This design comes from an exercise in tuning for small area and a short achievable clock period on the open sky130 flow, not from production work. At most, simulation tests tie the RTL to the original design; equivalence was not proved. No activity file was given, so power comes from the tool's default toggle rates.

Setup of build 53:
// eq_streaming
module eq_streaming #(
	parameter integer C_S_AXI_DATA_WIDTH = 32
)
(
    input aclk,
    input aresetn,
    input [C_S_AXI_DATA_WIDTH-1:0] D_READY,
    input [C_S_AXI_DATA_WIDTH-1:0] FFT_PTNS,
    input [C_S_AXI_DATA_WIDTH-1:0] FFT_BKTS,
    input [C_S_AXI_DATA_WIDTH-1:0] my_reg0,
    input [C_S_AXI_DATA_WIDTH-1:0] my_reg1,
    input [C_S_AXI_DATA_WIDTH-1:0] my_reg2,
    input [C_S_AXI_DATA_WIDTH-1:0] my_reg3,
    input [C_S_AXI_DATA_WIDTH-1:0] my_reg4,
    input [C_S_AXI_DATA_WIDTH-1:0] my_reg5,
    input [C_S_AXI_DATA_WIDTH-1:0] my_reg6,
    input [C_S_AXI_DATA_WIDTH-1:0] my_reg7,
    input [C_S_AXI_DATA_WIDTH-1:0] my_reg8,
    input [C_S_AXI_DATA_WIDTH-1:0] my_reg9,
    input [C_S_AXI_DATA_WIDTH-1:0] my_reg10,
    input [C_S_AXI_DATA_WIDTH-1:0] my_reg11,
    input [C_S_AXI_DATA_WIDTH-1:0] my_reg12,
    input [C_S_AXI_DATA_WIDTH-1:0] s_axis_data,
    output reg s_axis_ready,
    input s_axis_valid,
    output reg [C_S_AXI_DATA_WIDTH-1:0] m_axis_data,
    input m_axis_ready,
    output reg m_axis_valid
);
clock: 10.0 ns
lec_check: 0
cap_margin: 20
core_margin: 2
core_utilization: 65
place_density: 0.75
slew_margin: 20
standard.sh (not shown) runs the stock make flow with config.mk's settings and CLKGATE_MAP_FILE= SYNTH_SCRIPT=/design/flow/synth_recipe.tcl, a recipe that flattens the netlist after the stock synthesis.
==> flow/flow/run.sh <==
#!/bin/bash
set -euo pipefail
MARGIN=$(cat flow/margin.txt)
bash standard.sh SETUP_SLACK_MARGIN=$MARGIN \
  "BUFFER_PORTS_ARGS=-buffer_cell sky130_fd_sc_hd__buf_1" finish > make_finish.log 2>&1
==> flow/flow/margin.txt <==
7
Build 53 was carried through to the last stage, and its layout satisfied the timing, DRC and antenna checks.
The following lists how build 7 was set up differently from build 53:
- CTS_CLUSTER_DIAMETER now 100, previously not set
- CTS_CLUSTER_SIZE now 25, previously not set
- Build 7 finished every stage and its layout cleared the timing, DRC and antenna checks.
- From build 53 to build 7, synthesized area did not move at all.
- Taking build 53 as the reference, in build 7 switching component of the power down 6.4%; share of the cycle needed by the critical path after routing grew by 0.49 points; sequential share of layout area increased 0.70 points; power density over the cells shows a reduction of about 5%; area after detailed placement did not really move.
- Build 7 vs build 53: worst-case clock skew down
Here is what was changed in the inputs of build 33 compared with build 7.
- CTS_CLUSTER_SIZE changed from 25 to 30
- CTS_CLUSTER_DIAMETER changed from 100 to 120
## What came out
Summary of the comparison: wire length on met3 is lower in build 33, relative to build 7.
Area: build 33 vs build 7 -> build 33 larger
Routed via count divided by cell count, build 7 and build 33: lower on build 33
When the final numbers for build 7 and build 33 were put side by side, the setup slack of the critical path after layout turned out to be smaller in build 7.
Comparing via count for build 7 and build 33, the bigger number came from build 7.
The filler-free cell count of the finished design on build 33 is in line with that on build 7.
For clock-buffer cell count, build 7 and build 33 come out practically identical.
Build 7 -> build 33: relative contribution of combinational cells to total power flat
No run of this note included a check of the RTL's function; only the layout flow was run.

== nickel ==
eq_streaming, a different RTL version from the one above (not shown whole).
Size: roughly 1900 cells after synthesis, ~240 flip-flops, ~20000 µm² of cells after synthesis.
export LEC_CHECK = 0
export CAP_MARGIN = 20
export CORE_MARGIN = 2
export CORE_UTILIZATION = 45
export CTS_CLUSTER_DIAMETER = 150
export CTS_CLUSTER_SIZE = 24
export PLACE_DENSITY = 0.6
export SLEW_MARGIN = 20
export SYNTH_HIERARCHICAL = 1
create_clock -name core_clock -period 10.0 [get_ports {aclk}]
Scripts as last shown in full above: flow/flow/run.sh, flow/flow/margin.txt
Modified inputs, sierra compared to nickel
# nickel
export LEC_CHECK = 0
export CAP_MARGIN = 20
export CORE_MARGIN = 2
export CORE_UTILIZATION = 45
export CTS_CLUSTER_DIAMETER = 150
export CTS_CLUSTER_SIZE = 24
export PLACE_DENSITY = 0.6
export SLEW_MARGIN = 20
export SYNTH_HIERARCHICAL = 1
create_clock -name core_clock -period 10.0 [get_ports {aclk}]
# sierra
export LEC_CHECK = 0
export CAP_MARGIN = 20
export CORE_MARGIN = 2
export CORE_UTILIZATION = 45
export CTS_CLUSTER_DIAMETER = 60
export CTS_CLUSTER_SIZE = 16
export PLACE_DENSITY = 0.6
export SLEW_MARGIN = 20
export SYNTH_HIERARCHICAL = 1
create_clock -name core_clock -period 10.0 [get_ports {aclk}]
Results
No run among nickel and sierra stopped early or left any final violation; all are clean. Going from nickel to sierra, number of ordinary and repair buffers in the finished layout grew slightly. Delta (sierra minus nickel): number of antenna repair diodes higher, met3 layer usage reported by global route higher, clock-buffer cell count higher, clock period minus worst slack higher. From nickel to sierra the numbers moved as follows: required arrival time at the worst endpoint shrank by 0.04 ns, slew of the pin with the lowest slew margin saw little to no change, final-layout worst hold slack now sits lower, logic depth of the worst register-to-register path now smaller, non-filler instance count after layout now larger.

Another version of the RTL of eq_streaming (not shown whole).
For scale: ~2100 cells after synthesis, about 580 I/O pins, ~0.020 mm^2 of cells after synthesis.
Settings: LEC_CHECK=0, CAP_MARGIN=20, CORE_MARGIN=2, CORE_UTILIZATION=45, PLACE_DENSITY=0.6, SLEW_MARGIN=20, SYNTH_HIERARCHICAL=1; clock period 10.0 ns.
Scripts as last shown in full above: flow/flow/run.sh, flow/flow/margin.txt
==> next run, changes <==
CTS_CLUSTER_DIAMETER = 100   (was unset)
CTS_CLUSTER_SIZE = 30   (was unset)
The changed run completed with no timing, DRC or antenna violations.
Count of clock-buffer cells in the layout falls by 22.
Design area falls by 2.6%.
Register-to-register slack hardly moves.
Flip-flop and latch count is unchanged.
Combinational power is about the same.
Setup slack gains 38 ps.
==> next run, changes <==
CTS_CLUSTER_DIAMETER = 80   (was 100)
CTS_CLUSTER_SIZE = 20   (was 30)
- clock-buffer cell count rose by 6
- worst setup slack got worse by 7.0 ps
- cell count is about the same
- design area is higher by 0.82%
- register-to-register slack gains 40 ps
- combinational power stays flat
- utilization came out higher by 0.43 points
- via count came out higher by 0.49%
- first-iteration DRC count increases by 9.3%
- clock power is higher by 19%
- routed wire length barely changes
==> next run, changes <==
==> flow/flow/margin.txt (replaced) <==
6.85
CTS_CLUSTER_DIAMETER = unset   (was 80)
CTS_CLUSTER_SIZE = unset   (was 20)
What happened: Combinational power went down slightly; routed wire length drops slightly; clock power rose by well over a third.

## before
eq_streaming, a different RTL version from the one above (not shown whole).
Size: roughly 2000 cells after synthesis, about 240 flip-flops, ~580 I/O pins.
Settings: LEC_CHECK=0, CAP_MARGIN=20, CORE_MARGIN=2, CORE_UTILIZATION=45, CTS_CLUSTER_DIAMETER=90, CTS_CLUSTER_SIZE=25, PLACE_DENSITY=0.6, SLEW_MARGIN=20, SYNTH_HIERARCHICAL=1; clock period 10.0 ns.
==> flow/flow/margin.txt <==
7
Scripts as last shown in full above: flow/flow/run.sh
Relative to before, the following input files were edited for after:
-- flow/config.mk --
<<< before, line 11
export CTS_CLUSTER_DIAMETER = 90
export CTS_CLUSTER_SIZE = 25
>>> after, line 11
export CTS_CLUSTER_DIAMETER = 80
export CTS_CLUSTER_SIZE = 20
==> summary.txt <==
For the met2 demand-to-capacity share in global routing, after came in 0.56 points lower than before did.
The final design area excluding fillers reported for after is greater than that of before by 200 um2.
Changes observed in after relative to before: area taken by multi-input logic gates neither gained nor lost much, flip-flop and latch count neither gained nor lost much, final-layout worst hold slack picked up an extra 0.018 ns.
The final wirelength on after is in line with that on before.
Comparing after with before, the later-pin clock latency in the skew report came out essentially unchanged.
after completed every stage of the flow, and the final layout passed the timing, DRC and antenna checks.
The detailed-route wire length per cell of after is lower than that of before.
There was hardly any difference in first-pass GRT wire length between after and before.
No run of this note included a check of the RTL's function; only the layout flow was run.

JK:
eq_streaming with an RTL version that a note above also has.
Size in the first run: ~1,900 cells after synthesis, roughly 240 flip-flops, ~20,000 um2 of cells after synthesis.
Design eq_streaming, start of the top module:
module eq_streaming #(
	parameter integer C_S_AXI_DATA_WIDTH = 32
)
(
    input aclk,
    input aresetn,
    input [C_S_AXI_DATA_WIDTH-1:0] D_READY,
    input [C_S_AXI_DATA_WIDTH-1:0] FFT_PTNS,
    input [C_S_AXI_DATA_WIDTH-1:0] FFT_BKTS,
    input [C_S_AXI_DATA_WIDTH-1:0] my_reg0,
    input [C_S_AXI_DATA_WIDTH-1:0] my_reg1,
    input [C_S_AXI_DATA_WIDTH-1:0] my_reg2,
    input [C_S_AXI_DATA_WIDTH-1:0] my_reg3,
    input [C_S_AXI_DATA_WIDTH-1:0] my_reg4,
    input [C_S_AXI_DATA_WIDTH-1:0] my_reg5,
    input [C_S_AXI_DATA_WIDTH-1:0] my_reg6,
    input [C_S_AXI_DATA_WIDTH-1:0] my_reg7,
    input [C_S_AXI_DATA_WIDTH-1:0] my_reg8,
    input [C_S_AXI_DATA_WIDTH-1:0] my_reg9,
    input [C_S_AXI_DATA_WIDTH-1:0] my_reg10,
    input [C_S_AXI_DATA_WIDTH-1:0] my_reg11,
    input [C_S_AXI_DATA_WIDTH-1:0] my_reg12,
    input [C_S_AXI_DATA_WIDTH-1:0] s_axis_data,
    output reg s_axis_ready,
    input s_axis_valid,
    output reg [C_S_AXI_DATA_WIDTH-1:0] m_axis_data,
    input m_axis_ready,
    output reg m_axis_valid
);
wire acc = s_axis_valid & m_axis_ready;
reg v0, v1, r0, r1;
always @(posedge aclk) begin
    if (!aresetn) begin
        v0 <= 1'b0; v1 <= 1'b0; m_axis_valid <= 1'b0;
        r0 <= 1'b0; r1 <= 1'b0; s_axis_ready <= 1'b0;
  ...
clock: 10.0 ns
lec_check: 0
cap_margin: 20
core_margin: 2
core_utilization: 45
cts_cluster_diameter: 80
cts_cluster_size: 20
place_density: 0.6
slew_margin: 20
synth_hierarchical: 1
==> flow/flow/margin.txt <==
6.97
Scripts as last shown in full above: flow/flow/run.sh
Relative to JK, the following input files were edited for MS:
==> flow/flow/margin.txt <==
7.04
[summary]
- MS ran to completion and came out clean on the timing, DRC and antenna checks.
- The higher final-layout fill cell count came out of JK.
- Reported for MS and JK, count of unresolved DRC violations after routing turned out identical to the last digit.
- [MS] area of all placed cells without fillers rose 1.2% relative to JK
- Lower register-to-register slack was reported by JK, not MS.
- Summary of MS over JK: global-route wire length before repair held, number of stages on the worst setup path down 8.
- JK → MS: final worst-path cycle share down 1.1 points, ratio of cells with drive above 1 in the final layout grew by 1.0 points, setup slack after layout climbed 0.11 ns, non-clock buffer count has increased.
#### Input delta (AL over MS)
- changing CORE_UTILIZATION from 45 to 40
- changing PLACE_DENSITY from 0.6 to 0.55
==> flow/flow/margin.txt <==
7
==> comparison <==
Worst setup slack in AL vs MS: down 0.052 ns. Looking at ratio of cells with drive above 1 in the final layout, AL sits 0.16 points below MS. MS has a higher number of clock buffer instances in the layout than AL. Summary of AL over MS: met2 layer usage reported by global route saw a decrease, global-route wire length before repair went up by 2.5%, combinational power share moved up.
Input changes introduced in TR (baseline for comparison: AL):
- CORE_UTILIZATION: 40 -> 45
- CTS_CLUSTER_SIZE: 20 -> 30
- CTS_CLUSTER_DIAMETER: 80 -> 100
- PLACE_DENSITY: 0.55 -> 0.6
Findings:
- [compare] base=AL new=TR: worst setup slack increased by 0.059 ns relative to the old numbers, post-cts repair resize count decreased by 11% relative to the old numbers.
- AL -> TR: synthesized area delta 0, exact match
- TR against AL; number of global-route vias before repair is down by a few percent.
- Lower share of power burned in combinational logic was reported by AL, not TR.
- On TR: relative area change from synthesis to final layout is 0.95 points lower than what AL gave.
- Summary of TR over AL: routed wire length lower, routed length on met3 higher, power lower, sequential share of layout area higher.
- Area of combinational cells with multiple inputs: higher on AL
What PW does differently from TR at the input level:
- CORE_UTILIZATION: 45 -> 52
- CTS_CLUSTER_SIZE: 30 -> 20
- PLACE_DENSITY: 0.6 -> 0.65
- CTS_CLUSTER_DIAMETER: 100 -> 80
Findings:
PW: PASS, flow complete, no timing, DRC or antenna violations. TR was carried through to the last stage, and its layout satisfied the timing, DRC and antenna checks. The final reports for PW and TR show critical path depth higher in the former. For PW, the worst setup path startpoint was my_reg3[12], unlike TR, where it was m_axis_valid$_SDFF_PN0_. Number of DRC violations after detailed-routing iteration 0 (PW vs. TR) increases by more than a quarter. Looking at TR and PW, the area growth from synthesis to layout is a wash. The higher proportion of power drawn by combinational gates of TR and PW is in TR. Taking TR as the reference, in PW fraction of area in multi-input gates flat, tightest hold margin went up.

eq_streaming, a different RTL version from the one above (not shown whole).
For scale: ~2200 cells after synthesis, roughly 580 I/O pins.
==> flow/config.mk <==
export PLATFORM = sky130hd
export DESIGN_NAME = eq_streaming
export DESIGN_NICKNAME = eq_streaming
export VERILOG_FILES = /design/flow/design.v
export SDC_FILE = /design/flow/constraint.sdc
export NUM_CORES = 4
export LEC_CHECK = 0
export CAP_MARGIN = 20
export CORE_MARGIN = 2
export CORE_UTILIZATION = 45
export PLACE_DENSITY = 0.6
export SLEW_MARGIN = 20
==> flow/constraint.sdc <==
create_clock -name core_clock -period 10.0 [get_ports {aclk}]
set_input_delay 2.0000 -clock core_clock [delete_from_list [all_inputs] [get_ports {aclk}]]
set_output_delay 2.0000 -clock core_clock [all_outputs]
set_load 0.01 [all_outputs]
==> flow/flow/margin.txt <==
7.4
Scripts as last shown in full above: flow/flow/run.sh
The starting point produced a clean layout.
Edit:
==> flow/flow/run.sh (replaced) <==
#!/bin/bash
set -euo pipefail
MARGIN=$(cat flow/margin.txt)
bash standard.sh SETUP_SLACK_MARGIN=$MARGIN finish > make_finish.log 2>&1
==> flow/flow/margin.txt (replaced) <==
7
What happened: Maximum frequency hardly moves. Count of clock-buffer cells in the layout climbs by 1. Final cell count shrinks by 4.5%. Power goes down by 10%. Worst setup slack stays flat. Utilization goes down by 2.6 points. Via count decreases by 6.7%. Wire length falls by 9.6%. Final area fell by 4.1%. Flip-flop and latch count is unchanged.
Edit:
==> flow/flow/run.sh (replaced) <==
#!/bin/bash
set -euo pipefail
MARGIN=$(cat flow/margin.txt)
bash standard.sh SETUP_SLACK_MARGIN=$MARGIN \
  "BUFFER_PORTS_ARGS=-buffer_cell sky130_fd_sc_hd__buf_1" finish > make_finish.log 2>&1
- TNS_END_PERCENT: default -> 10
After rerunning:
- The new run completed with no timing, DRC or antenna violations
- power goes down by about 4%
- first-iteration DRC count goes up by 1.0%
- die area stays the same

## separate check: timing with driven ports
The results above use ideal ports. As a check the final layouts listed here were re-extracted and re-timed, cells and wires unchanged. Step 1 (the two cells are an assumption about what drives the block):
set clk [get_ports {aclk}]
set_driving_cell -lib_cell sky130_fd_sc_hd__clkbuf_16 $clk
set_driving_cell -lib_cell sky130_fd_sc_hd__buf_2 [delete_from_list [all_inputs] $clk]
Step 2 adds t to the input delays and takes it off the output delays; t is the mean of the earliest and latest rising clock arrival at the registers after step 1. Input paths then give back, and output paths get back, about the clock's delay inside the block. a / b / c = ideal / step 1 / step 2; a / b = the first two.
run | t (ns) | setup WS [ns] | worst setup path at the end | worst data-port slew with drivers (ns)
build 53 | 0.607 | 6.744 / 6.777 / 6.170 | input to register | 0.17
build 7 | 0.548 | 6.694 / 6.729 / 6.181 | input to register | 0.16
build 33 | 0.550 | 6.711 / 6.750 / 6.200 | input to register | 0.17
nickel | 0.554 | 6.999 / 6.886 / 6.332 | input to register | 0.21
sierra | 0.624 | 6.924 / 6.803 / 6.179 | input to register | 0.22
the first run of note 3 | 0.624 | 6.980 / 6.923 / 6.495 | input to register | 0.18
the second run of note 3 | 0.561 | 7.018 / 6.959 / 6.523 | input to register | 0.18
the third run of note 3 | 0.595 | 7.011 / 6.952 / 6.512 | input to register | 0.18
the fourth run of note 3 | 0.626 | 6.876 / 6.817 / 6.373 | input to register | 0.15
before | 0.579 | 6.885 / 6.885 / 6.451 | input to register | 0.19
after | 0.586 | 6.994 / 6.951 / 6.508 | input to register | 0.18
JK | 0.583 | 6.900 / 6.773 / 6.190 | input to register | 0.22
MS | 0.585 | 7.008 / 6.919 / 6.334 | input to register | 0.21
AL | 0.572 | 6.956 / 6.895 / 6.324 | input to register | 0.17
TR | 0.567 | 7.015 / 6.924 / 6.357 | input to register | 0.22
PW | 0.567 | 6.940 / 6.829 / 6.262 | input to register | 0.20
the first run of note 6 | 0.621 | 6.968 / 6.921 / 6.369 | input to register | 0.22
the second run of note 6 | 0.618 | 6.967 / 6.932 / 6.368 | input to register | 0.20
the third run of note 6 | 0.605 | 6.833 / 6.850 / 6.244 | input to register | 0.24
After both steps setup and hold are still met in every run listed. For sierra, which loses most, drivers alone change the setup slack by -0.121 ns; drivers and shift together by -0.745 ns.
